From an optimization exercise on the open Yosys and OpenROAD flow, aimed at small area, a short achievable clock period and few clock cycles per item; shortcuts taken in it are not production practice. At most, simulation tests tie the RTL to the original design; equivalence was not proved. For runs 4 and 5, only the layout was checked, not whether the RTL still works.

[design.v]
`timescale 1ns / 1ps
module mod_mul64_module
#(
    parameter A_WIDTH = 64,
    parameter B_WIDTH = 64,
    parameter N_WIDTH = 64
)
(
    input clk,
    input rst,
    input start,
    input [A_WIDTH-1:0] A,
    input [B_WIDTH-1:0] B,
    input [N_WIDTH-1:0] N,
    output [N_WIDTH-1:0] P,
    output done
);
    localparam W = 66;
    localparam IDLE = 3'd0;
    localparam NORM = 3'd1;
    localparam LOOP = 3'd2;
    localparam CONV = 3'd3;
    localparam SHR  = 3'd4;
    reg [2:0] state;
    reg done_reg;
    reg [5:0] sc;
    reg [6:0] cnt;
    reg b_cur;       
    reg b_nxt;       
    reg b_nn;        
    reg md2;         
    reg md1;         
    reg mdh;         
    reg cadd;        
    reg q_a1;        
    reg q_a2;        
    reg q_s1;        
    reg q_s2;        
    reg neg;         
    reg [7:0] u4;    
    reg [63:0] n_reg;
    reg [7:0] v2;    
    reg [7:0] v1;    
    reg [7:0] v0;    
    reg [7:0] vm1;   
    reg [4:0] a5;    
    reg [5:0] a15;   
    reg [W-1:0] S, C;
    wire ml = md2;
    wire hold = md1;
    wire [W-1:0] s_in = ({W{md2}} & {S[W-2:0], 1'b0})
                      | ({W{hold}} & S)
                      | ({W{mdh}} & {1'b0, S[W-1:1]});
    wire [W-1:0] c_in = ({W{md2}} & {C[W-2:0], 1'b0})
                      | ({W{hold | mdh}} & C);
    wire [W-1:0] n1 = {2'b00, n_reg};
    wire [W-1:0] n2 = {1'b0, n_reg, 1'b0};
    wire [W-1:0] y = (({W{q_a1 | q_s1}} & n1) | ({W{q_a2 | q_s2}} & n2)) ^ {W{neg}};
    wire [W-1:0] s1 = s_in ^ c_in ^ y;
    wire [W-1:0] maj1 = (s_in & c_in) | (s_in & y) | (c_in & y);
    wire [W-1:0] c1 = {maj1[W-2:0], neg};
    wire xb = ml & b_cur;
    wire [W-1:0] x = {2'b00, {64{xb}} & A};
    wire [W-1:0] s2 = s1 ^ c1 ^ x;
    wire [W-1:0] maj2 = (s1 & c1) | (s1 & x) | (c1 & x);
    wire [W-1:0] c2 = {maj2[W-2:0], 1'b0};
    always @(posedge clk) begin
        S <= s2;
        C <= c2;
    end
    wire [7:0] u1 = S[65:58];
    wire [7:0] u2 = C[65:58];
    wire [7:0] e_s = u1 ^ u2 ^ u4;
    wire [7:0] e_c = {(u1[6:0] & u2[6:0]) | (u1[6:0] & u4[6:0]) | (u2[6:0] & u4[6:0]), 1'b0};
    wire lt2, lt1, lt0, ltm1;
    sign3 u_s2  (.a(e_s), .b(e_c), .k(v2),  .s(lt2));
    sign3 u_s1  (.a(e_s), .b(e_c), .k(v1),  .s(lt1));
    sign3 u_s0  (.a(e_s), .b(e_c), .k(v0),  .s(lt0));
    sign3 u_sm1 (.a(e_s), .b(e_c), .k(vm1), .s(ltm1));
    wire ge2 = !lt2;
    wire ge1 = !lt1;
    wire ge0 = !lt0;
    wire gem1 = !ltm1;
    wire nq_s2 = ge2;
    wire nq_s1 = ge1 & !ge2;
    wire nq_a1 = gem1 & !ge0;
    wire nq_a2 = !gem1;
    wire u4_first = (state == NORM);
    wire [7:0] u4_n = u4_first ? {2'b11, ~n_next[63:58]} :
                      ({8{nq_a1}} & {3'b000, n_reg[63:59]})
                    | ({8{nq_a2}} & {2'b00, n_reg[63:58]})
                    | ({8{nq_s1}} & {3'b111, ~n_reg[63:59]})
                    | ({8{nq_s2}} & {2'b11, ~n_reg[63:58]});
    reg c_zero;      
    always @(posedge clk)
        c_zero <= ~|c2;
    wire fin = (state == CONV) && !cadd && c_zero;
    wire done_now = fin && !S[W-1] && (sc == 6'd0);
    wire [6:0] cnt_3 = cnt + 7'd3;
    wire b_n3 = !cnt_3[6] & B[~cnt_3[5:0]];
    wire last = (cnt == {1'b0, sc} + 7'd63);
    wire [63:0] n_next = (state == IDLE) ? N :
                         (state == NORM && !n_reg[63]) ? {n_reg[62:0], 1'b0} : n_reg;
    always @(posedge clk) begin
        u4 <= u4_n;
        n_reg <= n_next;
        a5 <= A[63:59];
        a15 <= a15_n[6:1];
    end
    wire [6:0] a15_n = {2'b00, A[63:59]} + {1'b0, A[63:59], 1'b0};
    wire u3_h = b_nxt;
    wire u3_l = b_nn;
    wire [7:0] u3_n = (u3_h & u3_l) ? {2'b00, a15} :
                      u3_h ? {3'b000, a5} :
                      u3_l ? {4'b0000, a5[4:1]} : 8'd0;
    wire [7:0] fx_n = {5'b00001, n_next[62:60]};
    always @(posedge clk) begin
        v2 <= u3_n;
        v1 <= u3_n + 8'd4;
        v0 <= u3_n + fx_n + 8'd5;
        vm1 <= u3_n + {fx_n[6:0], 1'b0} + 8'd6;
    end
    always @(posedge clk, posedge rst) begin
        if (rst) begin
            state <= IDLE;
            done_reg <= 1'b0;
            sc <= 6'd0;
            cnt <= 7'd0;
            b_cur <= 1'b0;
            b_nxt <= 1'b0;
            b_nn <= 1'b0;
            md2 <= 1'b0;
            md1 <= 1'b1;
            mdh <= 1'b0;
            cadd <= 1'b0;
            q_a1 <= 1'b0;
            q_a2 <= 1'b0;
            q_s1 <= 1'b0;
            q_s2 <= 1'b0;
            neg <= 1'b0;
        end
        else begin
            cadd <= 1'b0;
            md2 <= 1'b0;
            md1 <= 1'b0;
            mdh <= 1'b0;
            q_a1 <= 1'b0;
            q_a2 <= 1'b0;
            q_s1 <= 1'b0;
            q_s2 <= 1'b0;
            neg <= 1'b0;
            case (state)
                IDLE: begin
                    b_nxt <= B[63];
                    b_nn <= B[62];
                    cnt <= 7'd0;
                    sc <= 6'd0;
                    if (start) begin
                        done_reg <= 1'b0;
                        state <= NORM;
                    end
                    else
                        md1 <= 1'b1;
                end
                NORM: begin
                    if (!n_reg[63])
                        sc <= sc + 6'd1;
                    if (n_reg[63] || n_reg[62]) begin
                        b_cur <= b_nxt;
                        b_nxt <= b_nn;
                        b_nn <= B[61];
                        state <= LOOP;
                        md2 <= 1'b1;
                        q_s2 <= 1'b1;
                        neg <= 1'b1;
                    end
                end
                LOOP: begin
                    cnt <= cnt + 7'd1;
                    b_cur <= b_nxt;
                    b_nxt <= b_nn;
                    b_nn <= b_n3;
                    if (last) begin
                        state <= CONV;
                        md1 <= 1'b1;
                        cadd <= 1'b1;
                        q_a1 <= gem1;
                        q_a2 <= !gem1;
                    end
                    else begin
                        md2 <= 1'b1;
                        q_s2 <= nq_s2;
                        q_s1 <= nq_s1;
                        q_a1 <= nq_a1;
                        q_a2 <= nq_a2;
                        neg <= ge1;
                    end
                end
                CONV: begin
                    md1 <= 1'b1;
                    if (fin) begin
                        if (S[W-1]) begin
                            q_a1 <= 1'b1;
                            cadd <= 1'b1;
                        end
                        else if (sc != 6'd0) begin
                            state <= SHR;
                            md1 <= 1'b0;
                            mdh <= 1'b1;
                        end
                        else begin
                            state <= IDLE;
                            done_reg <= 1'b1;
                        end
                    end
                end
                SHR: begin
                    sc <= sc - 6'd1;
                    if (sc == 6'd1) begin
                        state <= IDLE;
                        done_reg <= 1'b1;
                        md1 <= 1'b1;
                    end
                    else
                        mdh <= 1'b1;
                end
                default: state <= IDLE;
            endcase
        end
    end
    assign P = S[63:0];
    assign done = done_reg | done_now;
endmodule
module sign3 (
    input [7:0] a,
    input [7:0] b,
    input [7:0] k,
    output s
);
    wire [7:0] x = a ^ b ^ k;
    wire [7:0] y = {(a[6:0] & b[6:0]) | (a[6:0] & k[6:0]) | (b[6:0] & k[6:0]), 1'b0};
    wire [6:0] g0 = x[6:0] & y[6:0];
    wire [6:0] p0 = x[6:0] ^ y[6:0];
    wire [6:0] g1, p1, g2, p2, g3;
    genvar i;
    generate
        for (i = 0; i < 7; i = i + 1) begin : pf
            if (i < 1) begin : a1
                assign g1[i] = g0[i];
                assign p1[i] = p0[i];
            end else begin : b1
                assign g1[i] = g0[i] | (p0[i] & g0[i-1]);
                assign p1[i] = p0[i] & p0[i-1];
            end
            if (i < 2) begin : a2
                assign g2[i] = g1[i];
                assign p2[i] = p1[i];
            end else begin : b2
                assign g2[i] = g1[i] | (p1[i] & g1[i-2]);
                assign p2[i] = p1[i] & p1[i-2];
            end
            if (i < 4) begin : a3
                assign g3[i] = g2[i];
            end else begin : b3
                assign g3[i] = g2[i] | (p2[i] & g2[i-4]);
            end
        end
    endgenerate
    assign s = x[7] ^ y[7] ^ g3[6];
endmodule
[flow/run.sh]
#!/bin/bash
# The standard layout (the standard.sh), with plain buf_1 cells as the
# port buffers instead of the default clkdlybuf4s50_1. The make output goes
# to standard.log; ORFS keeps each step's log under orfs/logs.
set -e
echo 'export BUFFER_PORTS_ARGS = -buffer_cell sky130_fd_sc_hd__buf_1' >> config.mk
bash standard.sh > standard.log 2>&1
[standard.sh]
#!/bin/bash
# synth_recipe.tcl (not shown) runs the flow's synth.tcl, then flattens the netlist and writes it again
# the make line also repeats each setting of config.mk as NAME=value (left out here)
make -C /OpenROAD-flow-scripts/flow DESIGN_CONFIG=/design/flow/config.mk WORK_HOME=/design/flow/orfs CLKGATE_MAP_FILE= SYNTH_SCRIPT=/design/flow/synth_recipe.tcl "${@:-finish}"
[config.mk]
export PLATFORM = sky130hd
export DESIGN_NAME = mod_mul64_module
export DESIGN_NICKNAME = mod_mul64_module
export VERILOG_FILES = /design/flow/design.v
export SDC_FILE = /design/flow/constraint.sdc
export NUM_CORES = 4
export LEC_CHECK = 0
export CAP_MARGIN = 20
export CORE_MARGIN = 2
export CORE_UTILIZATION = 40
export CTS_BUF_LIST = sky130_fd_sc_hd__clkbuf_4 sky130_fd_sc_hd__clkbuf_8
export PLACE_DENSITY = 0.72
export SETUP_SLACK_MARGIN = 3.0
export SLEW_MARGIN = 20
export BUFFER_PORTS_ARGS = -buffer_cell sky130_fd_sc_hd__buf_1
[constraint.sdc]
create_clock -name core_clock -period 6.0 [get_ports {clk}]
set_input_delay 1.2000 -clock core_clock [delete_from_list [all_inputs] [get_ports {clk}]]
set_output_delay 1.2000 -clock core_clock [all_outputs]
set_load 0.01 [all_outputs]
==> out/results.md, run 1 <==
| Result | This run | Unit |
|---|---|---|
| Root Driver | sky130_fd_sc_hd__clkbuf_8 | - |
| Final Cycle Share | 56.5 | % |
| Sequential area share after synthesis | 35.2 | % |
| CP max FO | 44 | - |
| Required time of the critical path | 6500 | ps |
| Initial antenna violation count | 5 | - |
| DIE AREA | 44800 | um2 |
| Run status | complete, no violations | - |
| Critical Path End Type | flip-flop | - |
| Starting density of the core | 40.3 | % |
| Post-route clock skew | 23.5 | ps |
| CP Launch Type | flip-flop | - |
| CTS buffer count | 47 | - |
| Buffer depth of the longest clock path | 3 | - |
| RSZ-0062 raised after global routing | yes | - |
| Final weighted congestion in routability-driven placement | 0.884 | - |
| Ys async rst share | 10.9 | % |
| Kind of critical path | flip-flop to flip-flop | - |
| Net count reported at finish | 2174 | - |
| Floorplan Core Area | 42800 | um2 |
| Floorplan die height | 212 | um |
| Register bit total from synthesis | 267 | - |
| Clock latency (worst-skew pair) | 590 | ps |
| Sink Count | 267 | - |
| Detailed-route vias per instance | 5.76 | - |
| Top-level port count | 260 | - |
| Maximum level of the CTS H-tree | 2 | - |
| Slew Viols, Final | 0 | - |
| HP Class | flip-flop to flip-flop | - |
| Antenna violation net count after detailed routing | 0 | - |
| Worst max-slew margin expressed relative to the limit | 31.7 | % |
| Flip-flop count of the largest register after layout | 66 | - |
| Hpwl dp | 35.3 | mm |
| Global-route wire length before repair | 77.1 | mm |
| Avg WL per Cell | 21.5 | um |
| Chip Width | 212 | um |
| Final-layout setup total negative slack | 0 | ps |
| Clock Pin Slew Worst Setup and Hold Paths | 70 | ps |
| Cell count after synthesis | 1571 | - |
| Crit path DAT | 3890 | ps |
| Synthesized Nets | 1976 | - |
| Dominant synthesized flop cell | sky130_fd_sc_hd__dfxtp_1 | - |
| Total of warnings raised by yosys | 1 | - |
| Final Setup Violations | 0 | - |
| Min Clock Period, post-route | 3390 | ps |
| Pin count of the biggest net entering global routing | 70 | - |
| Post-synthesis area per instance | 11.0 | um2 |
| Congestion Overflow GR | 0 | - |
| Number of enable flip-flop cells after synthesis | 58 | - |
| Slowest-stage cell, CP | sky130_fd_sc_hd__fa_1 | - |
| Cell Chain, Critical Path | or2_4 > buf_12 > a22oi_1 > xor2_1 > fa_1 > inv_1 > fa_1 > nor4_2 > nand2_1 > nor4_4 > nand3_1 > nor4_1 | - |
| TritonCTS clock tree | yes | - |
| Most used cell, CP | sky130_fd_sc_hd__fa_1 | - |
| Fraction of layout cells with a size suffix above 1 | 15.5 | % |
| Cell variety after synth | 65 | - |
| Cell depth of the worst hold path | 2 | - |
| Overall global routing resource usage | 22.1 | % |
| Summed instance area of the synthesized netlist | 17200 | um2 |
| Drc violations | 0 | - |
| Largest stage delay, worst path | 540 | ps |
| Final Hold Violating Endpoints | 0 | - |
| Number of violations reported at the end of detailed-routing iteration 0 | 1436 | - |
| DRT Wirelength | 50.6 | mm |
| Count of vias placed by the detailed router | 13500 | - |
| Max-cap violations | 0 | - |
| Via count of the first global-routing pass | 13800 | - |
| Std-Cell Rows | 76 | - |
| Synthesis-to-finish area growth | 16.4 | % |
| Max Freq | 295 | MHz |
| Slew at the pin with the worst max-slew slack | 1030 | ps |
| Total of buffers placed on input and output ports | 259 | - |
| Cell depth of the worst flop-to-flop path | 12 | - |
| Initial DRT Pass Iterations | 9 | - |
## synthesized netlist by cell type, drive strengths merged (4+ instances only)
cell,count,share of area (%)
inv,208,4.5
dfxtp,180,21
fa,160,19
a22oi,133,5.8
buf,93,3.5
clkbuf,84,1.8
xor2,73,3.7
and3,70,2.5
a222oi,64,3.7
a22o,59,3.0
edfxtp,58,10
ha,50,3.6
o21ai,33,0.96
a21oi,29,0.86
dfrtp,28,4.1
nor2,26,0.57
nand2,24,0.52
xnor2,22,1.2
mux4,20,2.6
nor4,20,0.76
nand3,13,0.38
nor3,13,0.41
mux2,11,0.72
a21o,10,0.44
nand4,10,0.36
mux2i,6,0.35
o22ai,6,0.25
xnor3,6,0.78
a31oi,5,0.18
or2,5,0.18
a211oi,4,0.17
a31o,4,0.20
and2,4,0.15
nor2b,4,0.15
## through the flow
step / cell area [um2] / hold WS [ps] / utilization [%] / setup slack, ps / std cells
after detailed placement: 18100 / 498 / 42.3 / 1890 / 2211
after global routing: 20000 / 531 / 46.9 / 2510 / 2352
after CTS: 19800 / 511 / 46.2 / 2650 / 2333
final: 20100 / 510 / 46.9 / 2610 / 2353
after floorplan: 17300 / 446 / - / 2940 / 1571
after global placement: 18100 / 477 / 42.3 / 2020 / 2211
## final cells by class
type,instances,area [um2]
Fill cell,3923,22700
Antenna cell,2,5.00
Inverter,208,781
Tap cell,546,683
Clock inverter,5,31.3
Multi-Input combinational cell,921,9860
Sequential cell,267,6120
Timing Repair Buffer,324,1640
Clock buffer,80,926
## what timing repair did
item                       4_1_cts  5_1_grt
hold endpoints to repair         0        0
pin swaps                       30       17
setup endpoints to repair       80       17
gates cloned                     4        1
hold buffers                     0        0
resized for setup               95       27
buffers inserted                33       17
## worst max-delay path, delay by kind of cell, from the launching register on
family	cells	cell delay (ps)
xor+xnor	1	120
flops	1	400
buf+inv	2	260
simple gates	6	1340
fa+ha+maj	2	940
compound gates	1	230
## path summary, 6_finish.rpt
kind                        from  slack [ps]      to
min in group asynchronous    rst         660   b_nxt
hold reg to reg            a5[0]         510  vm1[0]
setup reg to reg            q_a2        2610  c_zero
max in group asynchronous    rst        5000     md1
setup / recovery            q_a2        2610  c_zero
hold / removal             a5[0]         510  vm1[0]
## cells in the final DEF, fill, tap and decap left out, drive strengths merged, types with 22 or more instances in the layout
| master | netlist | layout |
|---|---|---|
| nor2 | 26 | 26 |
| clkbuf | 84 | 82 |
| xor2 | 73 | 73 |
| inv | 208 | 210 |
| a21oi | 29 | 29 |
| a22oi | 133 | 133 |
| a222oi | 64 | 64 |
| buf | 93 | 321 |
| dfxtp | 180 | 180 |
| ha | 50 | 50 |
| and3 | 70 | 70 |
| dfrtp | 28 | 28 |
| nand2 | 24 | 24 |
| a22o | 59 | 59 |
| xnor2 | 22 | 22 |
| edfxtp | 58 | 58 |
| o21ai | 33 | 33 |
| fa | 160 | 160 |
## kinds of logic after synthesis
| kind of cell | Yosys count | synth area share, % |
|---|---|---|
| buffers and inverters | 385 | 9.90 |
| AOI/OAI and AO/OA | 368 | 16.7 |
| DFF | 267 | 35.2 |
| adders and majority gates | 210 | 22.2 |
| and+or+nand+nor | 203 | 6.65 |
| xor gates and xnor gates | 101 | 5.66 |
| muxes | 37 | 3.68 |
## per-layer routing
| layer | global-route usage [%] | part of all wire, % | vias to the layer above |
|---|---|---|---|
| met5 | 0 | 0.059 | - |
| met4 | 7.09 | 3.1 | 4 |
| met3 | 4.49 | 8.9 | 113 |
| met2 | 37.1 | 48 | 708 |
| met1 | 28.8 | 40 | 6756 |
| li1 | - | - | 5962 |
Testbench counts, summed over its fixed seeds: cycles 14,291, ops 192.
==> run 2: changes to the inputs <==
--- a/config.mk
+++ b/config.mk
@@ -9,7 +9,6 @@
 export CORE_MARGIN = 2
 export CORE_UTILIZATION = 40
 export CTS_BUF_LIST = sky130_fd_sc_hd__clkbuf_4 sky130_fd_sc_hd__clkbuf_8
-export PLACE_DENSITY = 0.72
-export SETUP_SLACK_MARGIN = 3.0
+export SETUP_SLACK_MARGIN = 2.5
 export SLEW_MARGIN = 20
 export BUFFER_PORTS_ARGS = -buffer_cell sky130_fd_sc_hd__buf_1
==> run 2 against run 1 <==
Critical path type unchanged; still clean on timing, DRC and antenna; fmax down 2.0%.
==> out/results.md, run 2 <==
| Result | This run | Unit | vs previous |
|---|---|---|---|
| Run status | complete, no violations | - |  |
| R2R setup slack | 2540 | ps | -70 ps |
| Overall global routing resource usage | 22.0 | % | -0.10 points |
| CP max FO | 29 | - | -34% |
| Pin count of the biggest net entering global routing | 66 | - | -5.7% |
| Register bit total from synthesis | 267 | - | unchanged |
| CTS buffer count | 50 | - | +6.4% |
| Max Freq | 289 | MHz | -2.0% |
| Final-layout setup total negative slack | 0 | ps | unchanged |
| Critical Path End Type | flip-flop | - |  |
| Starting density of the core | 40.3 | % | unchanged |
| Cell Chain, Critical Path | or2_4 > buf_6 > a22oi_1 > fa_1 > inv_1 > fa_1 > nor4_1 > nand3_1 > nor4_2 | - |  |
| Cell depth of the worst hold path | 2 | - | unchanged |
| Terminating pin of the worst hold path | v0[6] | - |  |
| DRT Wirelength | 50.1 | mm | -0.82% |
| Leading cell types in the layout, fill and taps excluded | sky130_fd_sc_hd__buf_1 (259), sky130_fd_sc_hd__inv_1 (208), sky130_fd_sc_hd__dfxtp_1 (178) | - |  |
| Most frequent cells after synthesis | sky130_fd_sc_hd__inv_1 (208), sky130_fd_sc_hd__dfxtp_1 (180), sky130_fd_sc_hd__fa_1 (160), sky130_fd_sc_hd__a22oi_1 (133), sky130_fd_sc_hd__clkbuf_1 (84) | - |  |
| Buffer depth of the longest clock path | 3 | - | unchanged |
| Final Cycle Share | 57.7 | % | +1.2 points |
| Clock latency (worst-skew pair) | 650 | ps | +60 ps |
| Total of warnings raised by yosys | 1 | - | unchanged |
| Final Setup Violations | 0 | - | unchanged |
| Most used cell, CP | sky130_fd_sc_hd__fa_1 | - |  |
| Setup slack after layout | 2540 | ps | -70.5 ps |
| Floorplan die height | 212 | um | unchanged |
| Setup crit start | md1 | - |  |
| Worst max-slew margin expressed relative to the limit | 35.4 | % | +3.7 points |
| Drc violations | 0 | - | unchanged |
| Library cell occupying the most area in the post-synthesis netlist | sky130_fd_sc_hd__dfxtp_1 | - |  |
| Startpoint of the most critical register-to-register path | md1 | - |  |
| Detailed-route vias per instance | 5.64 | - | -2.0% |
| Post-synth top area share | 20.9 | % | unchanged |
| Kind of critical path | flip-flop to flip-flop | - |  |
| Reg-to-reg endpoint | c_zero | - |  |
| Slew at the pin with the worst max-slew slack | 965 | ps | -60.3 ps |
| Crit path DAT | 4010 | ps | +120 ps |
| Initial DRT Pass Iterations | 9 | - | unchanged |
| Net count reported at finish | 2138 | - | -1.7% |
| Clock Pin Slew Worst Setup and Hold Paths | 60 | ps | about the same |
| Congestion Overflow GR | 0 | - | unchanged |
| Total of buffers placed on input and output ports | 259 | - | unchanged |
| Hpwl dp | 35.8 | mm | +1.5% |
| Ys async rst share | 10.9 | % | unchanged |
| Largest stage delay, worst path | 790 | ps | +250 ps |
| Top-level port count | 260 | - | unchanged |
| Count of vias placed by the detailed router | 13100 | - | -3.3% |
| Number of violations reported at the end of detailed-routing iteration 0 | 1414 | - | -1.5% |
| Chip Width | 212 | um | unchanged |
| Min Clock Period, post-route | 3460 | ps | +70.5 ps |
| Synthesized Nets | 1976 | - | unchanged |
| TritonCTS clock tree | yes | - |  |
| Maximum level of the CTS H-tree | 2 | - | unchanged |
| Cell count after synthesis | 1571 | - | unchanged |
| Slew Viols, Final | 0 | - | unchanged |
| Final Hold Violating Endpoints | 0 | - | unchanged |
| Global-route wire length before repair | 75.9 | mm | -1.6% |
| Antenna violation net count after detailed routing | 0 | - | unchanged |
| Dominant synthesized flop cell | sky130_fd_sc_hd__dfxtp_1 | - |  |
| Max-cap violations | 0 | - | unchanged |
| RSZ-0062 raised after global routing | yes | - |  |
| Synthesis-to-finish area growth | 13.6 | % |  |
| HP Class | flip-flop to flip-flop | - |  |
| Initial antenna violation count | 0 | - | -5 |
| Final weighted congestion in routability-driven placement | 0.926 | - | +4.8% |
| Cell with the most instances after synthesis | sky130_fd_sc_hd__inv_1 | - |  |
| Minimum hold slack | 506 | ps | -4.30 ps |
| Total of hold buffers inserted after clock tree synthesis | 0 | - | unchanged |
| Cell depth of the worst flop-to-flop path | 9 | - | -3 |
| Root Driver | sky130_fd_sc_hd__clkbuf_8 | - |  |
| Via count of the first global-routing pass | 13400 | - | -2.6% |
| Beginning of the worst hold path | a15[5] | - |  |
| Sink Count | 267 | - | unchanged |
| Floorplan Core Area | 42800 | um2 | unchanged |
| Pre-CTS WS | 1600 | ps | -292 ps |
| Sequential area share after synthesis | 35.2 | % | unchanged |
| Diode insertion count for antenna repair | 0 | - | -2 |
| Required time of the critical path | 6550 | ps | +50 ps |
| Summed instance area of the synthesized netlist | 17200 | um2 | unchanged |
| Fraction of layout cells with a size suffix above 1 | 11.6 | % | -3.9 points |
| Flip-flop count of the largest register after layout | 66 | - | unchanged |
| Sum of buffers and inverters on the critical path | 2 | - | unchanged |
| Avg WL per Cell | 21.6 | um | +0.54% |
| Crit-path leading delay family | simple AND/OR/NAND/NOR gates | - |  |
| Commonest non-fill, non-tap cell in the layout | sky130_fd_sc_hd__buf_1 | - |  |
| Post-synthesis area per instance | 11.0 | um2 | unchanged |
| Post-route clock skew | 55.2 | ps | +31.7 ps |
| CP Launch Type | flip-flop | - |  |
| Number of enable flip-flop cells after synthesis | 58 | - | unchanged |
| DIE AREA | 44800 | um2 | unchanged |
| Slowest-stage cell, CP | sky130_fd_sc_hd__dfstp_4 | - |  |
| Std-Cell Rows | 76 | - | unchanged |
| Cell variety after synth | 65 | - | unchanged |
| Leading post-synthesis cells by cell area | sky130_fd_sc_hd__dfxtp_1 (21%), sky130_fd_sc_hd__fa_1 (19%), sky130_fd_sc_hd__edfxtp_1 (10%) | - |  |
==> run 2: tightest hold or removal path, stage by stage (launching register included) <==
cell                      delay [ps]
sky130_fd_sc_hd__dfxtp_1         300
sky130_fd_sc_hd__nand3_1         100
sky130_fd_sc_hd__nor2_1           60
==> run 2: per-stage QoR <==
stage / util (%) / instance area, um2 / std cells
floorplan: - / 17200 / 1571
global placement: 42.3 / 18100 / 2214
detailed placement: 42.3 / 18100 / 2214
CTS: 45.3 / 19400 / 2316
global route: 45.8 / 19600 / 2321
finish: 45.8 / 19600 / 2321
==> run 2: final cells by class <==
class / count / area (um2)
clock buffers: 85 / 1060
repair buffers: 280 / 1200
well taps: 546 / 683
clock inverters: 9 / 92.6
multi-input cells: 926 / 9680
inverters: 208 / 781
flip-flops and latches: 267 / 6090
fillers: 4053 / 23200
==> run 2: how the worst max path moves through the flow <==
stage / to / slack [ps] / cells past startpoint
3_3_place_gp: c_zero / 1710 / 9
2_1_floorplan: c_zero / 2510 / 11
6_report: c_zero / 2540 / 9
5_1_grt: c_zero / 2430 / 12
4_1_cts: c_zero / 2370 / 8
3_5_place_dp: c_zero / 1600 / 9
==> run 2: repair_timing <==
action,in CTS,in global routing
gates resized for setup,16,36
setup buffers,5,1
pin swaps,3,4
endpoints found under the setup margin,44,44
gates cloned,3,4
==> run 2: cell families after synthesis <==
logic type | synth area share [%]
mux | 3.68
buf+inv | 9.90
xor+xnor | 5.66
compound gates | 16.7
flops | 35.2
fa+ha+maj | 22.2
simple gates | 6.65
==> run 2: layer usage <==
| metal | vias to the layer above | wire (um) | share of wire (%) | global-route usage (%) |
|---|---|---|---|---|
| met5 | - | 0 | 0 | 0 |
| met4 | 0 | 1400 | 2.8 | 7.24 |
| met3 | 80 | 3820 | 7.6 | 4.81 |
| met2 | 563 | 24000 | 48 | 36.2 |
| met1 | 6552 | 20900 | 42 | 29.0 |
| li1 | 5902 | - | - | - |
==> run 3: changes to the inputs <==
--- a/config.mk
+++ b/config.mk
@@ -8,7 +8,6 @@
 export CAP_MARGIN = 20
 export CORE_MARGIN = 2
 export CORE_UTILIZATION = 40
-export CTS_BUF_LIST = sky130_fd_sc_hd__clkbuf_4 sky130_fd_sc_hd__clkbuf_8
-export SETUP_SLACK_MARGIN = 2.5
+export SETUP_SLACK_MARGIN = 3.0
 export SLEW_MARGIN = 20
 export BUFFER_PORTS_ARGS = -buffer_cell sky130_fd_sc_hd__buf_1
==> run 3 against run 2 <==
First-iteration DRC count is 8.1% lower; via count is 1.2% higher; register-to-register slack gained 90 ps; highest routed layer is now met5; clock-buffer cell count down 51; synthesized cell count unchanged; global-route usage rose by 0.25 points; critical path type unchanged; worst setup slack better by 89 ps; core utilization is 1.8 points higher; critical path depth grew 1.
==> out/results.md, run 3 <==
| Result | This run | Unit | vs previous |
|---|---|---|---|
| Detailed-route vias per instance | 5.68 | - | +0.66% |
| Max Freq | 297 | MHz | +2.6% |
| DIE AREA | 44800 | um2 | unchanged |
| Met2 Track Usage GR | 37.8 | % | +1.7 points |
| Final Setup Violations | 0 | - | unchanged |
| Hpwl dp | 35.2 | mm | -1.8% |
| Initial antenna violation count | 2 | - | +2 |
| CTS buffer count | 31 | - | -38% |
| Floorplan die height | 212 | um | unchanged |
| GR peak layer | met2 | - |  |
| Count of vias placed by the detailed router | 13300 | - | +1.2% |
| Library cell occupying the most area in the post-synthesis netlist | sky130_fd_sc_hd__dfxtp_1 | - |  |
| Total of hold buffers inserted after clock tree synthesis | 0 | - | unchanged |
| Drc violations | 0 | - | unchanged |
| Final-layout setup total negative slack | 0 | ps | unchanged |
| Post-synthesis area per instance | 11.0 | um2 | unchanged |
| Clock latency (worst-skew pair) | 600 | ps | -50 ps |
| TritonCTS clock tree | yes | - |  |
| CP Launch Type | flip-flop | - |  |
| Setup slack after layout | 2630 | ps | +89.0 ps |
| Slew Viols, Final | 0 | - | unchanged |
| GR Layer Usage met1 | 28.6 | % | -0.42 points |
| Cell variety after synth | 65 | - | unchanged |
| Chip Width | 212 | um | unchanged |
| Sink Count | 267 | - | unchanged |
| Buffer depth of the longest clock path | 3 | - | unchanged |
| GR Layer Usage met3 | 4.69 | % | -0.12 points |
| Pre-CTS WS | 1620 | ps | +15.5 ps |
| Clock Pin Slew Worst Setup and Hold Paths | 70 | ps | about the same |
| Leading cell types in the layout, fill and taps excluded | sky130_fd_sc_hd__buf_1 (258), sky130_fd_sc_hd__inv_1 (203), sky130_fd_sc_hd__dfxtp_1 (164) | - |  |
| Maximum level of the CTS H-tree | 1 | - | -1 |
| Kind of critical path | flip-flop to flip-flop | - |  |
| Overall global routing resource usage | 22.3 | % | +0.25 points |
| Max-cap violations | 0 | - | unchanged |
| Ys async rst share | 10.9 | % | unchanged |
| Required time of the critical path | 6500 | ps | -50 ps |
| Final weighted congestion in routability-driven placement | 0.881 | - | -4.8% |
| RSZ-0062 raised after global routing | yes | - |  |
| Final core utilization | 47.5 | % | +1.8 points |
| Slew at the pin with the worst max-slew slack | 885 | ps | -79.9 ps |
| Cell with the most instances after synthesis | sky130_fd_sc_hd__inv_1 | - |  |
| Total of buffers placed on input and output ports | 259 | - | unchanged |
| Root Driver | sky130_fd_sc_hd__clkbuf_16 | - |  |
| Commonest non-fill, non-tap cell in the layout | sky130_fd_sc_hd__buf_1 | - |  |
| Leading post-synthesis cells by cell area | sky130_fd_sc_hd__dfxtp_1 (21%), sky130_fd_sc_hd__fa_1 (19%), sky130_fd_sc_hd__edfxtp_1 (10%) | - |  |
| Std-Cell Rows | 76 | - | unchanged |
| Dominant synthesized flop cell | sky130_fd_sc_hd__dfxtp_1 | - |  |
| Avg WL per Cell | 22.0 | um | +1.9% |
| Synthesized Nets | 1976 | - | unchanged |
| Summed instance area of the synthesized netlist | 17200 | um2 | unchanged |
| CP max FO | 16 | - | -45% |
| Congestion Overflow GR | 0 | - | unchanged |
| Critical Path End Type | flip-flop | - |  |
| Final Hold Violating Endpoints | 0 | - | unchanged |
| Total of warnings raised by yosys | 1 | - | unchanged |
| Slowest-stage cell, CP | sky130_fd_sc_hd__fa_1 | - |  |
| Starting density of the core | 40.3 | % | unchanged |
| HP Class | flip-flop to flip-flop | - |  |
| Run status | complete, no violations | - |  |
| Cell Chain, Critical Path | or2_4 > buf_4 > a22oi_1 > xor2_1 > fa_1 > inv_1 > fa_1 > nor4_4 > nand4_1 > nor4_2 | - |  |
| Min Clock Period, post-route | 3370 | ps | -89.0 ps |
| Largest stage delay, worst path | 550 | ps | -240 ps |
| Final Cycle Share | 56.2 | % | -1.5 points |
| Pin count of the biggest net entering global routing | 96 | - | +45% |
| Top-level port count | 260 | - | unchanged |
| Fraction of layout cells with a size suffix above 1 | 15.7 | % | +4.1 points |
| Post-route clock skew | 14.1 | ps | -41.1 ps |
| Floorplan Core Area | 42800 | um2 | unchanged |
| Via count of the first global-routing pass | 13500 | - | +0.74% |
| Sequential area share after synthesis | 35.2 | % | unchanged |
| Initial DRT Pass Iterations | 6 | - | -3 |
| Number of violations reported at the end of detailed-routing iteration 0 | 1299 | - | -8.1% |
| Register bit total from synthesis | 267 | - | unchanged |
| Global-route wire length before repair | 77.1 | mm | +1.6% |
| DRT Wirelength | 51.4 | mm | +2.5% |
| Synthesis-to-finish area growth | 18.1 | % |  |
| Most frequent cells after synthesis | sky130_fd_sc_hd__inv_1 (208), sky130_fd_sc_hd__dfxtp_1 (180), sky130_fd_sc_hd__fa_1 (160), sky130_fd_sc_hd__a22oi_1 (133), sky130_fd_sc_hd__clkbuf_1 (84) | - |  |
| Crit-path leading delay family | simple AND/OR/NAND/NOR gates | - |  |
| Worst max-slew margin expressed relative to the limit | 40.8 | % | +5.4 points |
| Post-synth top area share | 20.9 | % | unchanged |
| Sum of buffers and inverters on the critical path | 2 | - | unchanged |
| Flip-flop count of the largest register after layout | 66 | - | unchanged |
| Most used cell, CP | sky130_fd_sc_hd__fa_1 | - |  |
| Cell count after synthesis | 1571 | - | unchanged |
| Antenna violation net count after detailed routing | 0 | - | unchanged |
| Net count reported at finish | 2167 | - | +1.4% |
| Crit path DAT | 3870 | ps | -140 ps |
| Number of enable flip-flop cells after synthesis | 58 | - | unchanged |
-- run 3: cell types whose count changed in the layout (fill, tap and decap cells not counted), sizes merged --
cell      delta
bufinv       +3
clkinvlp     +2
inv          +2
clkbuf      -51
diode        +1
buf         +48
clkinv       +8
-- run 3: metrics by stage --
stage | instance area, um2 | std cells | hold slack (ps)
after floorplan | 17300 | 1571 | 446
after global placement | 18100 | 2213 | 474
after detailed placement | 18100 | 2213 | 491
after CTS | 20000 | 2314 | 507
after global routing | 20300 | 2334 | 537
final | 20300 | 2334 | 507
-- run 3: path summary, 6_finish.rpt --
kind / startpoint / to / slack, ps / cells after the start
worst max-delay path: q_a1 / c_zero / 2630 / 10
worst min-delay path: a15[5] / v0[6] / 510 / 2
worst max register to register: q_a1 / c_zero / 2630 / 10
worst min register to register: a15[5] / v0[6] / 510 / 2
max in group asynchronous: rst / neg / 5010 / 3
min in group asynchronous: rst / cnt[1] / 650 / 3
-- run 3: routing by layer --
| metal | routed length (um) | up-vias |
|---|---|---|
| met1 | 20700 | 6625 |
| li1 | - | 5948 |
| met4 | 1590 | 2 |
| met3 | 4100 | 104 |
| met5 | 17 | - |
| met2 | 25000 | 578 |
-- run 3: cell type report --
type | instances | area, um2
fillers | 3949 | 22400
well taps | 546 | 683
inverters | 208 | 783
clock buffers | 34 | 797
flip-flops and latches | 267 | 6130
multi-input cells | 926 | 10000
repair buffers | 328 | 1660
diodes | 1 | 2.50
clock inverters | 24 | 254
-- run 3: repair_timing --
action,in CTS,in global routing
gates cloned,5,2
pin swaps,35,19
gates resized for setup,107,33
buffers inserted,38,17
setup endpoints to repair,208,28
-- run 3: cell families (layout without fill, tap and decap cells) --
| family | Yosys count | count (layout) | synth area share, % |
|---|---|---|---|
| DFF | 267 | 267 | 35.2 |
| xor gates and xnor gates | 101 | 101 | 5.66 |
| AOI/OAI and AO/OA | 368 | 368 | 16.7 |
| buffers and inverters | 385 | 594 | 9.90 |
| adders and majority gates | 210 | 210 | 22.2 |
| muxes | 37 | 37 | 3.68 |
| other | 0 | 1 | 0 |
| and+or+nand+nor | 203 | 210 | 6.65 |
-- run 3: worst register-to-register path: cells and delay by family (launching register included) --
family                     cells  cell delay, ps
AOI/OAI and AO/OA              1             190
DFF                            1             440
xor gates and xnor gates       1             150
buffers and inverters          2             300
and+or+nand+nor                4            1220
adders and majority gates      2             980
==> run 4: changes to the inputs <==
--- a/design.v
+++ b/design.v
@@ -91,16 +91,30 @@
                     | ({8{nq_a2}} & {2'b00, n_reg[63:58]})
                     | ({8{nq_s1}} & {3'b111, ~n_reg[63:59]})
                     | ({8{nq_s2}} & {2'b11, ~n_reg[63:58]});
-    reg c_zero;      
-    always @(posedge clk)
-        c_zero <= ~|c2;
+    reg [8:0] cz_grp;
+    always @(posedge clk) begin
+        cz_grp[0] <= ~|c2[7:0];
+        cz_grp[1] <= ~|c2[15:8];
+        cz_grp[2] <= ~|c2[23:16];
+        cz_grp[3] <= ~|c2[31:24];
+        cz_grp[4] <= ~|c2[39:32];
+        cz_grp[5] <= ~|c2[47:40];
+        cz_grp[6] <= ~|c2[55:48];
+        cz_grp[7] <= ~|c2[63:56];
+        cz_grp[8] <= ~|c2[W-1:64];
+    end
+    wire c_zero = &cz_grp;
     wire fin = (state == CONV) && !cadd && c_zero;
     wire done_now = fin && !S[W-1] && (sc == 6'd0);
     wire [6:0] cnt_3 = cnt + 7'd3;
     wire b_n3 = !cnt_3[6] & B[~cnt_3[5:0]];
     wire last = (cnt == {1'b0, sc} + 7'd63);
-    wire [63:0] n_next = (state == IDLE) ? N :
-                         (state == NORM && !n_reg[63]) ? {n_reg[62:0], 1'b0} : n_reg;
+    wire n_ld = (state == IDLE);
+    wire n_sh = (state == NORM) && !n_reg[63];
+    wire n_hd = !n_ld && !n_sh;
+    wire [63:0] n_next = ({64{n_ld}} & N)
+                       | ({64{n_sh}} & {n_reg[62:0], 1'b0})
+                       | ({64{n_hd}} & n_reg);
     always @(posedge clk) begin
         u4 <= u4_n;
         n_reg <= n_next;
--- a/config.mk
+++ b/config.mk
@@ -8,6 +8,7 @@
 export CAP_MARGIN = 20
 export CORE_MARGIN = 2
 export CORE_UTILIZATION = 40
+export CTS_BUF_LIST = sky130_fd_sc_hd__clkbuf_4 sky130_fd_sc_hd__clkbuf_8
 export SETUP_SLACK_MARGIN = 3.0
 export SLEW_MARGIN = 20
 export BUFFER_PORTS_ARGS = -buffer_cell sky130_fd_sc_hd__buf_1
==> run 4 against run 3 <==
Register-to-register slack improved by 80 ps; die area is 0.69% higher; synthesized cell count is 11% higher; clock-buffer cell count grew 46; fmax increased by 2.4%; cell count rose by 11%; final area up 4.7%.
==> out/results.md, run 4 <==
| Result | This run | Unit | vs previous |
|---|---|---|---|
| Net count reported at finish | 2365 | - | +9.1% |
| Basic-gate share of the synthesized area counting and, or, nand and nor cells | 9.99 | % | +3.3 points |
| Number of enable flip-flop cells after synthesis | 0 | - | -100% |
| Min Clock Period, post-route | 3290 | ps | -77.7 ps |
| Pin count of the biggest net entering global routing | 72 | - | -25% |
| Minimum hold slack | 479 | ps | -27.9 ps |
| Beginning of the worst hold path | n_reg[56] | - |  |
| Kind of critical path | flip-flop to flip-flop | - |  |
| Cell Chain, Critical Path | fa_1 > inv_2 > fa_1 > inv_1 > ha_4 > and3_1 > a221o_1 > a21oi_4 > xor2_4 > mux2i_1 > a41oi_2 | - |  |
| Final weighted congestion in routability-driven placement | 0.852 | - | -3.3% |
| Compound-gate portion of the synthesized area | 16.4 | % | -0.22 points |
| Met3 wirelength from detailed routing | 4.18 | mm | +1.9% |
| Synthesized Nets | 2141 | - | +8.4% |
| Hpwl dp | 35.1 | mm | -0.18% |
| Clock Pin Slew Worst Setup and Hold Paths | 60 | ps | about the same |
| Largest family of logic cells by synthesized area | adder cells | - |  |
| TritonCTS clock tree | yes | - |  |
| Slowest-stage cell, CP | sky130_fd_sc_hd__fa_1 | - |  |
| HP Class | flip-flop to flip-flop | - |  |
| Final Setup Violations | 0 | - | unchanged |
| Slew at the pin with the worst max-slew slack | 1010 | ps | +125 ps |
| Sequential area share after synthesis | 32.6 | % | -2.7 points |
| Top-level port count | 260 | - | unchanged |
| Ys async rst share | 10.5 | % | -0.32 points |
| Flip-flop count of the largest register after layout | 66 | - | unchanged |
| Sink Count | 275 | - | +3.0% |
| Number of filler instances in the final layout | 4007 | - | +1.5% |
| CP max FO | 6 | - | -10 |
| Starting density of the core | 40.4 | % | +0.10 points |
| Most used cell, CP | sky130_fd_sc_hd__fa_1 | - |  |
| Max Freq | 304 | MHz | +2.4% |
| Met2 WL post-DR | 25.4 | mm | +1.6% |
| Crit path DAT | 3730 | ps | -140 ps |
| Detailed-route vias per instance | 5.44 | - | -4.2% |
| DIE AREA | 45100 | um2 | +0.69% |
| Overall global routing resource usage | 23.2 | % | +0.92 points |
| Leading post-synthesis cells by cell area | sky130_fd_sc_hd__dfxtp_1 (28%), sky130_fd_sc_hd__fa_1 (18%), sky130_fd_sc_hd__a22oi_1 (8.2%) | - |  |
| Total of buffers placed on input and output ports | 259 | - | unchanged |
| Floorplan Core Area | 43000 | um2 | +0.44% |
| Register bit total from synthesis | 275 | - | +3.0% |
| Pre-CTS WS | 2050 | ps | +431 ps |
| Floorplan die height | 212 | um | +0.34% |
| Dominant synthesized flop cell | sky130_fd_sc_hd__dfxtp_1 | - |  |
| Required time of the critical path | 6440 | ps | -60 ps |
| Avg WL per Cell | 20.6 | um | -6.6% |
| Final Cycle Share | 54.9 | % | -1.3 points |
| Leading cell types in the layout, fill and taps excluded | sky130_fd_sc_hd__buf_1 (258), sky130_fd_sc_hd__dfxtp_1 (236), sky130_fd_sc_hd__inv_1 (192) | - |  |
| Max-cap violations | 0 | - | unchanged |
| CTS buffer count | 51 | - | +65% |
| Synthesis-to-finish area growth | 22.8 | % |  |
| Initial antenna violation count | 2 | - | unchanged |
| Final core utilization | 49.6 | % | +2.0 points |
| Root Driver | sky130_fd_sc_hd__clkbuf_8 | - |  |
| Post-synth top area share | 28.4 | % | +7.5 points |
| DRT Wirelength | 53.2 | mm | +3.6% |
| Setup slack after layout | 2710 | ps | +77.7 ps |
| Sum of buffers and inverters on the critical path | 2 | - | unchanged |
| Startpoint of the most critical register-to-register path | C[63] | - |  |
| Final-layout setup total negative slack | 0 | ps | unchanged |
| Total of warnings raised by yosys | 1 | - | unchanged |
| Synth Area in XOR/XNOR | 5.56 | % | -0.097 points |
| Multi-input gate area in the final layout | 11000 | um2 | +9.4% |
| Critical Path End Type | flip-flop | - |  |
| Count of vias placed by the detailed router | 14100 | - | +6.2% |
| Library cell occupying the most area in the post-synthesis netlist | sky130_fd_sc_hd__dfxtp_1 | - |  |
| Commonest non-fill, non-tap cell in the layout | sky130_fd_sc_hd__buf_1 | - |  |
| Cell depth of the worst hold path | 2 | - | unchanged |
| Antenna violation net count after detailed routing | 0 | - | unchanged |
| Number of violations reported at the end of detailed-routing iteration 0 | 1312 | - | +1.0% |
| Summed instance area of the synthesized netlist | 17400 | um2 | +0.70% |
| Highest signal layer in the routed design | met4 | - |  |
| Initial DRT Pass Iterations | 7 | - | +1 |
| Clock latency (worst-skew pair) | 610 | ps | about the same |
| Register Area | 5690 | um2 | -7.2% |
| RSZ-0062 raised after global routing | yes | - |  |
| Share of synthesized area spent on multiplexers | 3.41 | % | -0.27 points |
| Terminating pin of the worst hold path | n_reg[56] | - |  |
| Global-route wire length before repair | 80.7 | mm | +4.7% |
| R2R setup slack | 2710 | ps | +80 ps |
| Slew Viols, Final | 0 | - | unchanged |
| Drc violations | 0 | - | unchanged |
| Buffer depth of the longest clock path | 3 | - | unchanged |
| CP Launch Type | flip-flop | - |  |
| Reg-to-reg endpoint | u4[1] | - |  |
| Crit-path leading delay family | adder cells | - |  |
| Maximum level of the CTS H-tree | 2 | - | +1 |
| Most frequent cells after synthesis | sky130_fd_sc_hd__dfxtp_1 (246), sky130_fd_sc_hd__inv_1 (202), sky130_fd_sc_hd__a22oi_1 (189), sky130_fd_sc_hd__fa_1 (160), sky130_fd_sc_hd__nand2_1 (153) | - |  |
| Largest stage delay, worst path | 560 | ps | about the same |
| Std-Cell Rows | 76 | - | unchanged |
| Run status | complete, no violations | - |  |
| Chip Width | 212 | um | +0.34% |
| Post-route clock skew | 31.8 | ps | +17.7 ps |
| Fraction of layout cells with a size suffix above 1 | 19.9 | % | +4.3 points |
| Share of synthesized cell area in full adder, half adder and majority cells | 22.1 | % | -0.15 points |
| Cell depth of the worst flop-to-flop path | 11 | - | +1 |
| Via count of the first global-routing pass | 14300 | - | +5.4% |
| Total of hold buffers inserted after clock tree synthesis | 0 | - | unchanged |
| Cell with the most instances after synthesis | sky130_fd_sc_hd__dfxtp_1 | - |  |
| Cell variety after synth | 71 | - | +9.2% |
| Congestion Overflow GR | 0 | - | unchanged |
| Final Hold Violating Endpoints | 0 | - | unchanged |
| Post-synthesis area per instance | 10.0 | um2 | -8.9% |
| Detailed-route wire length on metal 1 | 22.4 | mm | +8.4% |
| Worst max-slew margin expressed relative to the limit | 32.7 | % | -8.1 points |
| Cell count after synthesis | 1736 | - | +11% |
[run 4: per-stage QoR]
stage / instances / cell area [um2]
5_1_grt: 2586 / 21300
4_1_cts: 2562 / 20700
3_5_place_dp: 2406 / 18300
2_1_floorplan: 1736 / 17400
6_report: 2588 / 21300
3_3_place_gp: 2406 / 18300
[run 4: worst reg2reg max path: cells and delay by family (launching register included)]
kind | cells | cell delay [ps]
fa+ha+maj | 3 | 1250
xor+xnor | 1 | 150
simple gates | 1 | 170
buf+inv | 2 | 140
compound gates | 3 | 840
flops | 1 | 330
mux | 1 | 250
[run 4: kinds of logic after synthesis]
kind of cell,Yosys count
buffers and inverters,391
AOI/OAI and AO/OA,369
and+or+nand+nor,347
DFF,275
adders and majority gates,210
xor gates and xnor gates,106
muxes,38
[run 4: layer usage]
layer	vias up	GRT usage, %
li1	6481	-
met1	6902	30.7
met2	613	39.4
met3	85	3.93
met4	0	6.25
met5	-	0
[run 4: timing repair]
item	CTS	global route
resized for setup	156	77
pin swaps	66	69
cloned	14	4
setup buffers	48	20
endpoints found under the setup margin	81	27
[run 4: area by class of cell]
cell class / count / share of cell area, %
diodes: 2 / 0.0235
clock buffers: 80 / 4.64
clock inverters: 14 / 0.616
inverters: 203 / 3.68
multi-input cells: 1079 / 51.5
flip-flops and latches: 275 / 26.7
well taps: 585 / 3.43
repair buffers: 349 / 9.38
repair inverters: 1 / 0.0411
[run 4: worst max path at each step]
stage / slack (ps) / to / start / depth (start not counted)
2_1_floorplan: 2990 / cz_grp[1] / md1 / 9
3_3_place_gp: 2170 / cz_grp[3] / neg / 7
3_5_place_dp: 2050 / cz_grp[5] / neg / 8
4_1_cts: 2700 / u4[2] / S[61] / 11
5_1_grt: 2620 / u4[2] / C[63] / 12
6_report: 2710 / u4[1] / C[63] / 11
==> run 5: changes to the inputs <==
--- a/config.mk
+++ b/config.mk
@@ -9,6 +9,6 @@
 export CORE_MARGIN = 2
 export CORE_UTILIZATION = 40
 export CTS_BUF_LIST = sky130_fd_sc_hd__clkbuf_4 sky130_fd_sc_hd__clkbuf_8
-export SETUP_SLACK_MARGIN = 3.0
+export SETUP_SLACK_MARGIN = 3.6
 export SLEW_MARGIN = 20
 export BUFFER_PORTS_ARGS = -buffer_cell sky130_fd_sc_hd__buf_1
==> run 5 against run 4 <==
First-iteration DRC count rose by 6.3%; critical path depth is 1 lower; critical endpoint is now u4[0]; still clean; core utilization rose by 3.9 points; wire length is 11% higher; non-clock buffer count increased by 65; area after synthesis stayed put; clock skew decreased by 5.1 ps; highest routed layer is now met5; fmax grew 0.77%; worst setup slack better by 25 ps.
==> out/results.md, run 5 <==
| Result | This run | Unit | vs previous |
|---|---|---|---|
| Slew at the pin with the worst max-slew slack | 942 | ps | -67.5 ps |
| Overall global routing resource usage | 25.2 | % | +2.0 points |
| HP Class | flip-flop to flip-flop | - |  |
| Pre-CTS WS | 2260 | ps | +210 ps |
| Net count reported at finish | 2435 | - | +3.0% |
| Initial antenna violation count | 5 | - | +3 |
| Worst max-slew margin expressed relative to the limit | 36.7 | % | +4.0 points |
| Final Cycle Share | 54.5 | % | -0.42 points |
| Final instance count without filler cells | 2657 | - | +2.7% |
| Post-Layout Inst Area | 23000 | um2 | +7.9% |
| Ys async rst share | 10.5 | % | unchanged |
| Setup slack after layout | 2730 | ps | +25.1 ps |
| Chip Width | 212 | um | unchanged |
| Critical Path End Type | flip-flop | - |  |
| Clock Pin Slew Worst Setup and Hold Paths | 70 | ps | about the same |
| Root Driver | sky130_fd_sc_hd__clkbuf_8 | - |  |
| Sink Count | 275 | - | unchanged |
| Congestion Overflow GR | 0 | - | unchanged |
| Crit path DAT | 3800 | ps | +70 ps |
| Library cell occupying the most area in the post-synthesis netlist | sky130_fd_sc_hd__dfxtp_1 | - |  |
| Leading cell types in the layout, fill and taps excluded | sky130_fd_sc_hd__buf_1 (213), sky130_fd_sc_hd__dfxtp_1 (193), sky130_fd_sc_hd__nand2_1 (149) | - |  |
| Global-route wire length before repair | 86.0 | mm | +6.5% |
| Floorplan Core Area | 43000 | um2 | unchanged |
| Post-route clock skew | 26.7 | ps | -5.13 ps |
| Run status | complete, no violations | - |  |
| CTS buffer count | 48 | - | -5.9% |
| Clock latency (worst-skew pair) | 630 | ps | +20 ps |
| Final-layout setup total negative slack | 0 | ps | unchanged |
| Std-Cell Rows | 76 | - | unchanged |
| Min Clock Period, post-route | 3270 | ps | -25.1 ps |
| Leading post-synthesis cells by cell area | sky130_fd_sc_hd__dfxtp_1 (28%), sky130_fd_sc_hd__fa_1 (18%), sky130_fd_sc_hd__a22oi_1 (8.2%) | - |  |
| Total of hold buffers inserted after clock tree synthesis | 0 | - | unchanged |
| Final Setup Violations | 0 | - | unchanged |
| Synthesis-to-finish area growth | 32.5 | % |  |
| CP max FO | 6 | - | unchanged |
| Post-synthesis area per instance | 10.0 | um2 | unchanged |
| Pin count of the biggest net entering global routing | 67 | - | -6.9% |
| DIE AREA | 45100 | um2 | unchanged |
| Sequential area share after synthesis | 32.6 | % | unchanged |
| Kind of critical path | flip-flop to flip-flop | - |  |
| Required time of the critical path | 6530 | ps | +90 ps |
| Flip-flop count of the largest register after layout | 66 | - | unchanged |
| Max-cap violations | 0 | - | unchanged |
| Met2 Track Usage GR | 41.1 | % | +1.7 points |
| Total of buffers placed on input and output ports | 259 | - | unchanged |
| Number of violations reported at the end of detailed-routing iteration 0 | 1395 | - | +6.3% |
| Number of enable flip-flop cells after synthesis | 0 | - | unchanged |
| Cell count after synthesis | 1736 | - | unchanged |
| Drc violations | 0 | - | unchanged |
| Via count of the first global-routing pass | 14800 | - | +3.7% |
| Multi-input gate area in the final layout | 11600 | um2 | +6.0% |
| GR peak layer | met2 | - |  |
| GR Layer Usage met1 | 32.1 | % | +1.4 points |
| Count of vias placed by the detailed router | 14900 | - | +5.8% |
| Commonest non-fill, non-tap cell in the layout | sky130_fd_sc_hd__buf_1 | - |  |
| Final Hold Violating Endpoints | 0 | - | unchanged |
| Total of warnings raised by yosys | 1 | - | unchanged |
| Instance area at placement | 18600 | um2 | +1.5% |
| TritonCTS clock tree | yes | - |  |
| Max Freq | 306 | MHz | +0.77% |
| DRT Wirelength | 59.1 | mm | +11% |
| Initial DRT Pass Iterations | 11 | - | +4 |
| Register Area | 5760 | um2 | +1.3% |
| Antenna violation net count after detailed routing | 0 | - | unchanged |
| Summed instance area of the synthesized netlist | 17400 | um2 | unchanged |
| Buffer depth of the longest clock path | 3 | - | unchanged |
| Post-synth top area share | 28.4 | % | unchanged |
| Starting density of the core | 40.4 | % | unchanged |
| Cell with the most instances after synthesis | sky130_fd_sc_hd__dfxtp_1 | - |  |
| Dominant synthesized flop cell | sky130_fd_sc_hd__dfxtp_1 | - |  |
| Maximum level of the CTS H-tree | 2 | - | unchanged |
| Synthesized Nets | 2141 | - | unchanged |
| Register bit total from synthesis | 275 | - | unchanged |
| GR Layer Usage met3 | 5.02 | % | +1.1 points |
| CP Launch Type | flip-flop | - |  |
| RSZ-0062 raised after global routing | yes | - |  |
| Floorplan die height | 212 | um | unchanged |
| Detailed-route vias per instance | 5.60 | - | +3.0% |
| Final weighted congestion in routability-driven placement | 0.854 | - | +0.22% |
| Avg WL per Cell | 22.2 | um | +8.1% |
| Fraction of layout cells with a size suffix above 1 | 35.6 | % | +16 points |
| Slew Viols, Final | 0 | - | unchanged |
| Top-level port count | 260 | - | unchanged |
| Most frequent cells after synthesis | sky130_fd_sc_hd__dfxtp_1 (246), sky130_fd_sc_hd__inv_1 (202), sky130_fd_sc_hd__a22oi_1 (189), sky130_fd_sc_hd__fa_1 (160), sky130_fd_sc_hd__nand2_1 (153) | - |  |
| Number of filler instances in the final layout | 3761 | - | -6.1% |
| Placed Cells | 2402 | - | -0.17% |
| Cell variety after synth | 71 | - | unchanged |
| Hpwl dp | 34.5 | mm | -1.7% |
## run 5: cell counts after synthesis
No cell type changed its count.
## run 5: final cells by class
| class | instances | area share, % |
|---|---|---|
| antenna | 2 | 0.0218 |
| clock buffer | 75 | 4.30 |
| clock inverter | 15 | 0.691 |
| inverter | 203 | 3.37 |
| multi-input combinational | 1087 | 50.6 |
| sequential | 275 | 25.1 |
| tap | 585 | 3.18 |
| timing repair buffer | 414 | 12.8 |
| timing repair inverter | 1 | 0.0218 |
## run 5: final timing paths
kind	from	endpoint	slack, ps	cells after the start
min in group asynchronous	rst	sc[4]	670	3
max in group asynchronous	rst	md2	4990	3
setup reg to reg	S[60]	u4[0]	2730	10
setup / recovery	S[60]	u4[0]	2730	10
hold reg to reg	a15[5]	v0[6]	480	2
hold / removal	a15[5]	v0[6]	480	2
## run 5: critical path: stages, from the launching register on
cell and delay [ps]:
sky130_fd_sc_hd__dfxtp_4 360, sky130_fd_sc_hd__fa_2 630, sky130_fd_sc_hd__fa_1 420, sky130_fd_sc_hd__ha_1 280, sky130_fd_sc_hd__a41o_1 200, sky130_fd_sc_hd__a221o_1 390
sky130_fd_sc_hd__a21oi_4 150, sky130_fd_sc_hd__buf_12 140, sky130_fd_sc_hd__xor2_4 220, sky130_fd_sc_hd__mux2i_1 140, sky130_fd_sc_hd__a41oi_1 230
## run 5: through the flow
step	hold slack, ps	utilization [%]
2_1_floorplan	435	-
3_3_place_gp	464	43.2
3_5_place_dp	469	43.2
4_1_cts	487	51.0
5_1_grt	523	53.5
6_report	483	53.5
## run 5: logic make-up (layout without fill, tap and decap cells)
logic type	count (synthesis)	count (layout)	share of synthesized area (%)
adders and majority gates	210	210	22.1
xor gates and xnor gates	106	108	5.56
other	0	2	0
DFF	275	275	32.6
muxes	38	38	3.41
AOI/OAI and AO/OA	369	369	16.4
and+or+nand+nor	347	362	9.99
buffers and inverters	391	708	9.97
## run 5: timing repair
| item | CTS | global route |
|---|---|---|
| pin swaps | 162 | 115 |
| setup buffers | 98 | 37 |
| resized for setup | 326 | 172 |
| endpoints found under the setup margin | 292 | 162 |
| cloned | 22 | 6 |
| endpoints found under the hold margin | 0 | 0 |
## run 5: per-layer routing
layer  up-vias  share of wire [%]
met5         -              0.022
li1       6636                  -
met4         2                4.7
met1      7333                 39
met3       152                8.6
met2       769                 48

## what the ideal ports hide
The flow's constraints put no driver on any port. The routed layouts listed below were extracted and timed again, unchanged, in two steps.
Step 1: set_driving_cell puts a clkbuf_16 on clk and a buf_2 on each other input, an assumption about the parent block.
Step 2 also shifts input and output timing later by t, the mid clock arrival at the registers, as if the neighbouring blocks saw the same clock.
Slacks: ideal / step 1 / step 2; pairs: ideal / step 1.
run	t, ns	setup WS [ns]	worst setup path after step 2	worst slew at a driven data input, ns	pins driven straight from the clock port
run 1	0.627	2.611 / 2.611 / 2.611	register to register	0.09	1
run 2	0.674	2.540 / 2.540 / 2.540	register to register	0.05	1
run 3	0.649	2.629 / 2.629 / 2.629	register to register	0.13	1
run 4	0.646	2.707 / 2.707 / 2.707	register to register	0.10	1
run 5	0.671	2.732 / 2.732 / 2.732	register to register	0.10	1
After both steps every run listed still meets setup and hold.
